This is an optimization exercise on Yosys and OpenROAD, whose aim is small area, not a production implementation. The RTL was checked by simulation tests, not by an equivalence proof against the original design. Power figures rest on the tool's default switching activity, not on a simulated workload.

==> flow/design.v <==
module f_to_f (
    input                clk,
    input                rstn,
    input [DATAIN-1:0]   datain,
    input                empty,
    output [DATAOUT-1:0] dataout,
    output reg           rden,
    output               wren
);
parameter DATAIN = 48;
parameter DATAOUT = 48;
always @(posedge clk or negedge rstn) begin
    if (~rstn) rden <= 0;
    else if (empty == 0) rden <= 1;
    else if (empty == 1) rden <= 0;
end
reg  [3:0]  t;         
reg         wr;        
reg         w2;        
reg         dir;       
reg  [1:0]  sz;        
reg         s;         
reg         clr;       
reg         sat;       
reg  [7:0]  C;         
reg  [79:0] R;
reg  [3:0]  hb;        
reg         cr;        
wire idle = ~(datain[47] ^ datain[46]);
wire cap  = (t == 4'd0) & ~idle;
wire ld   = (t == 4'd3);
wire stp  = (t >= 4'd4) & (t <= 4'd9);
wire fst  = (t == 4'd4);
wire fin  = (t == 4'd10);
wire fn2  = (t == 4'd11);
wire s1 = (sz == 2'd1);
wire s2 = (sz == 2'd2);
wire s3 = (sz == 2'd3);
always @(posedge clk or negedge rstn) begin
    if (~rstn) begin
        t  <= 4'd0;
        wr <= 1'b0;
        w2 <= 1'b0;
    end else begin
        t  <= idle ? 4'd0 : (t == 4'd12 ? 4'd12 : t + 4'd1);
        wr <= (t == 4'd10) | ((t == 4'd11) & ~s1);
        w2 <= (t == 4'd11);
    end
end
assign wren = wr;
wire [79:0] Rs = R ^ {80{s}};
wire [6:0] el  = s1 ? R[77:71] : s2 ? R[74:68] : R[70:64];
wire [14:0] e  = s1 ? {7'd0, R[78:71]} : s2 ? {4'd0, R[78:68]} : R[78:64];
wire inh   = s1 | (s2 ? (R[78] ? ~|R[77:75] : &R[77:75]) : (R[78] ? ~|R[77:71] : &R[77:71]));
wire emax  = s1 ? (&R[78:71]) : s2 ? (&R[78:68]) : (&R[78:64]);
wire under = ~R[78] & (~inh | (el < (s1 ? 7'd110 : s2 ? 7'd94 : 7'd86)));
wire over  =  R[78] & (~inh | (el > (s1 ? 7'd13  : s2 ? 7'd29 : 7'd37)));
wire mnz   = s1 ? (|R[70:48]) : s2 ? ((|R[67:40]) | (|datain[39:16]))
                              : ((|R[63:40]) | (|datain[39:0]));
wire nan   = emax & mnz;
wire [6:0] kd  = s1 ? 7'd123 : s2 ? 7'd110 : 7'd106;       
wire [6:0] D   = el + kd;
wire [6:0] D13 = D + (s2 ? 7'd5 : 7'd13);
wire [6:0] cf  = D13[6] ? D13 + 7'd80 : D13;
wire [6:0] H   = (s1 ? 7'd71 : s2 ? 7'd60 : 7'd64) + D;
reg  [3:0] lz;
reg  [14:0] win;
integer j;
always @(*) begin
    win = Rs[78:64];
    lz = 4'd15;
    for (j = 0; j < 15; j = j + 1)
        if (win[j]) lz = 14 - j;
end
wire [3:0] kf = (|C[6:4]) ? 4'd15 : C[3:0];
wire       lst = (t == 4'd9);
wire [3:0] kx = (lst & ~s3) ? (s2 ? 4'd4 : 4'd7) : lz;
wire [3:0] k  = ~stp ? 4'd0 : dir ? kx : kf;
wire       w79 = ~dir | (lst & ~s3);    
wire [79:0] sh [0:4];
assign sh[0] = R;
genvar lv, b;
generate
    for (lv = 0; lv < 4; lv = lv + 1) begin : rot
        for (b = 0; b < 80; b = b + 1) begin : bit_
            localparam integer N   = 1 << lv;
            localparam integer SRC = (b + 80 - N) % 80;
            wire v = sh[lv][SRC];
            wire r = (b < N) ? v & w79 : v;
            assign sh[lv + 1][b] = k[lv] ? r : sh[lv][b];
        end
    end
endgenerate
wire [79:0] sh4 = sh[4];
wire [7:0] cn = C - {4'd0, k};
wire xz = s3 ? ~R[79] & ~R[78] : s2 ? ~R[3] & ~R[2] : ~R[6] & ~R[5];
wire [14:0] ex = xz ? 15'd0 :
                 s1 ? {7'd0, C[7:0]} :
                 s2 ? {4'd0, C[7], {3{~C[7]}}, C[6:0]} :
                      {C[7], {7{~C[7]}}, C[6:0]};
wire za = ~|R[3:0];
wire zb = ~|R[6:4];
wire zc = ~|R[12:7];
wire zd = ~|R[28:13];
wire ze = ~|R[60:29];
wire zr = s1 ? (zc & zd & ze) : s2 ? (zb & zc & zd) : (za & zb & zc);
wire rb = s1 ? Rs[61] : s2 ? (dir ? Rs[29] : Rs[21]) : Rs[13];
wire cin = rb | (dir & s & zr);
wire [5:0] fa = s1 ? 6'd48 : s2 ? (dir ? 6'd16 : 6'd8) : 6'd0;
wire [39:0] lr = R[53:14];
wire l0 = &lr[7:0],   n0 = ~|lr[7:0];
wire l1 = &lr[15:8],  n1 = ~|lr[15:8];
wire l2 = &lr[39:16], n2 = ~|lr[39:16];
wire lall = s ? (n2 & (fa[4] | (n1 & (fa[3] | n0)))) : (l2 & (fa[4] | (l1 & (fa[3] | l0))));
wire lfrc = ~dir & (hb < 4'd4);               
wire cl   = cin & lall & ~lfrc;
wire [3:0] bo = fin ? 4'd5 : 4'd0;
wire [4:0] fb;
genvar q;
generate
    for (q = 0; q < 5; q = q + 1) begin : fblk
        assign fb[q] = ~dir & ((bo + q) > hb);
    end
endgenerate
reg [39:0] ia;
integer i;
always @(*) begin
    for (i = 0; i < 40; i = i + 1) begin
        if (fin & (i == 39))
            ia[i] = s;
        else if (fin & dir & s1 & (i >= 31))
            ia[i] = ex[i - 31];
        else if (fin & dir & s2 & (i >= 28))
            ia[i] = ex[i - 28];
        else if (fin & dir & s3 & (i >= 24))
            ia[i] = ex[i - 24];
        else
            ia[i] = (R[(i + 54) % 80] & ~fb[i >> 3]) ^ s;
    end
end
wire [5:0]  ip  = fin ? (s1 ? 6'd8 : 6'd0) : fa;
wire        ic  = fin ? (s1 ? cin : cl) : cr;
wire [39:0] inj = {39'd0, ic} << ip;
wire [39:0] io  = ia + inj;
wire [79:0] rf = fin ? {R[39:14], io, R[53:40]} : {R[79:54], io, R[13:0]};
function [39:0] fix;
    input [39:0] w;
    input a1, a2;
    begin
        fix = w;
        if (a1) begin fix[39:32] = 8'd0; fix[31] = 1'b1; fix[7:0] = 8'd0; end
        else if (a2) begin fix[39:29] = 11'd0; fix[28] = 1'b1; end
        else begin fix[39:25] = 15'd0; fix[24] = 1'b1; end
    end
endfunction
wire [39:0] lo = s3 ? datain[39:0] : s2 ? {datain[39:16], 16'd0} : 40'd0;
reg [79:0] rld;
always @(*) begin
    if (dir) begin
        if (s3) rld = {R[79:40], datain[39:0]};
        else if (s2) rld = {R[79:48], datain[39:8], 16'd0};
        else rld = {R[79:48], 48'd0};
    end else begin
        rld = {fix(R[79:40], s1, s2), lo};
    end
end
wire [7:0] c4 = dir ? (s3 ? 8'd165 : s2 ? 8'd161 : 8'd148)
                    : {1'b0, cf};
always @(posedge clk) begin
    R <= cap ? {datain[39:0], sh4[39:0]} : ld ? rld : (fin | fn2) ? rf : sh4;
    if (cap) begin
        dir <= datain[47];
        sz  <= datain[44:43];
        s   <= datain[39];
    end
    if (ld) begin
        clr <= under | nan;
        hb  <= H[6:3];
    end
    if (ld | stp)
        C   <= ld ? c4 : cn;
    if (fin)
        cr  <= cin;
    if (ld | fin)
        sat <= ld ? (over & ~nan) : (sat | (~dir & ~s & io[39]));
end
wire [39:0] ow   = R[53:14];
wire [39:0] base = (~dir & s2 & ~w2) ? {ow[31:0], 8'd0} : ow;
wire        frc  = ~dir & (clr | sat);
wire [39:0] pat  = clr ? 40'd0 : {(~w2 & s) | (w2 & ~s), {39{~s}}};
wire [39:0] pl0  = frc ? pat : base;
wire        m7   = s1 | (~dir & s2) | (dir & s2 & w2);
wire        m15  = dir & s2 & w2;
wire [39:0] pl   = {pl0[39:16], pl0[15:8] & {8{~m15}}, pl0[7:0] & {8{~m7}}};
wire [2:0]  pkt  = s1 ? 3'd0 : w2 ? 3'd2 : 3'd1;
assign dataout = {dir ? 2'b10 : 2'b01, 1'b0, sz, pkt, pl};
endmodule
export LEC_CHECK = 0
export ABC_AREA = 1
export CAP_MARGIN = 0
export CORE_MARGIN = 2
export CORE_UTILIZATION = 40
export SLEW_MARGIN = 0
create_clock -name core_clock -period 10.0 [get_ports {clk}]
standard.sh (not shown) runs the stock make flow with config.mk's settings and CLKGATE_MAP_FILE= SYNTH_SCRIPT=/design/flow/synth_recipe.tcl, a recipe that flattens the netlist after the stock synthesis.
==> flow/flow/run.sh <==
#!/bin/bash
# Own flow: the standard layout (standard.sh) with two changes:
#  - ABC's area script is flow/abc_area.script (an area-oriented &nf mapping);
#  - every input and output port still gets its buffer, but a buf_1 cell is
#    asked for instead of the resizer's default pick.
# Everything else -- synthesis script, floorplan, power grid, placement, CTS,
# routing -- is the standard ORFS flow. Each ORFS step writes its own log under
# orfs/logs; make's output goes to standard_flow.log.
set -euo pipefail
work=$(pwd)
rm -rf "$work/scripts_own"
cp -r "$FLOW_HOME/scripts" "$work/scripts_own"
cp "$work/flow/abc_area.script" "$work/scripts_own/abc_area.script"
bash "$work/standard.sh" SCRIPTS_DIR="$work/scripts_own" \
    "BUFFER_PORTS_ARGS=-buffer_cell sky130_fd_sc_hd__buf_1" finish > "$work/standard_flow.log" 2>&1
==> flow/flow/abc_area.script <==
strash
&get -n
&fraig -x
&put
scorr
dc2
dretime
strash
&get -n
&dch -f
&nf
&put
strash
&get -n
&dch -f
&nf
&put
==> next run, changes <==
--- a/flow/design.v
+++ b/flow/design.v
@@ -139,13 +139,13 @@
     end
 end
 wire [5:0]  ip  = fin ? (s1 ? 6'd8 : 6'd0) : fa;
 wire        ic  = fin ? (s1 ? cin : cl) : cr;
 wire [39:0] inj = {39'd0, ic} << ip;
 wire [39:0] io  = ia + inj;
-wire [79:0] rf = fin ? {R[39:14], io, R[53:40]} : {R[79:54], io, R[13:0]};
+wire [79:0] rf = {R[39:14], io, R[53:40]};   
 function [39:0] fix;
     input [39:0] w;
     input a1, a2;
     begin
         fix = w;
         if (a1) begin fix[39:32] = 8'd0; fix[31] = 1'b1; fix[7:0] = 8'd0; end
The new run finished clean; hold slack improves by 0.035 ns; fmax went down by 0.51%; utilization went up by 0.47 points; worst setup slack degrades by 0.041 ns; sequential share of layout area went down by 0.74 points; wire length went down by 2.1%; total power went up by about 0.4%.

## re-timing with driven ports
Ports are ideal in the flow. The routed layouts listed here were re-timed in OpenROAD.
Step 1, drivers: a clkbuf_16 drives clk and a buf_2 each remaining input, both assumed.
Step 2, shift: input delay + t, output delay - t, t = (earliest + latest rising clock arrival at the registers) / 2. This alone moves slack from input paths to output paths.
a / b / c = ideal ports / drivers / drivers and shift; a / b = the first two.
run | t (ns) | setup WS [ns] | worst hold slack (ns) | pins driven straight from the clock port
the first run | 0.441 | 1.956 / 1.956 / 1.956 | 0.594 / 0.594 / 0.594 | 1
the second run | 0.429 | 1.915 / 1.915 / 1.915 | 0.629 / 0.629 / 0.629 | 1
After both steps setup and hold are still met in every run listed.
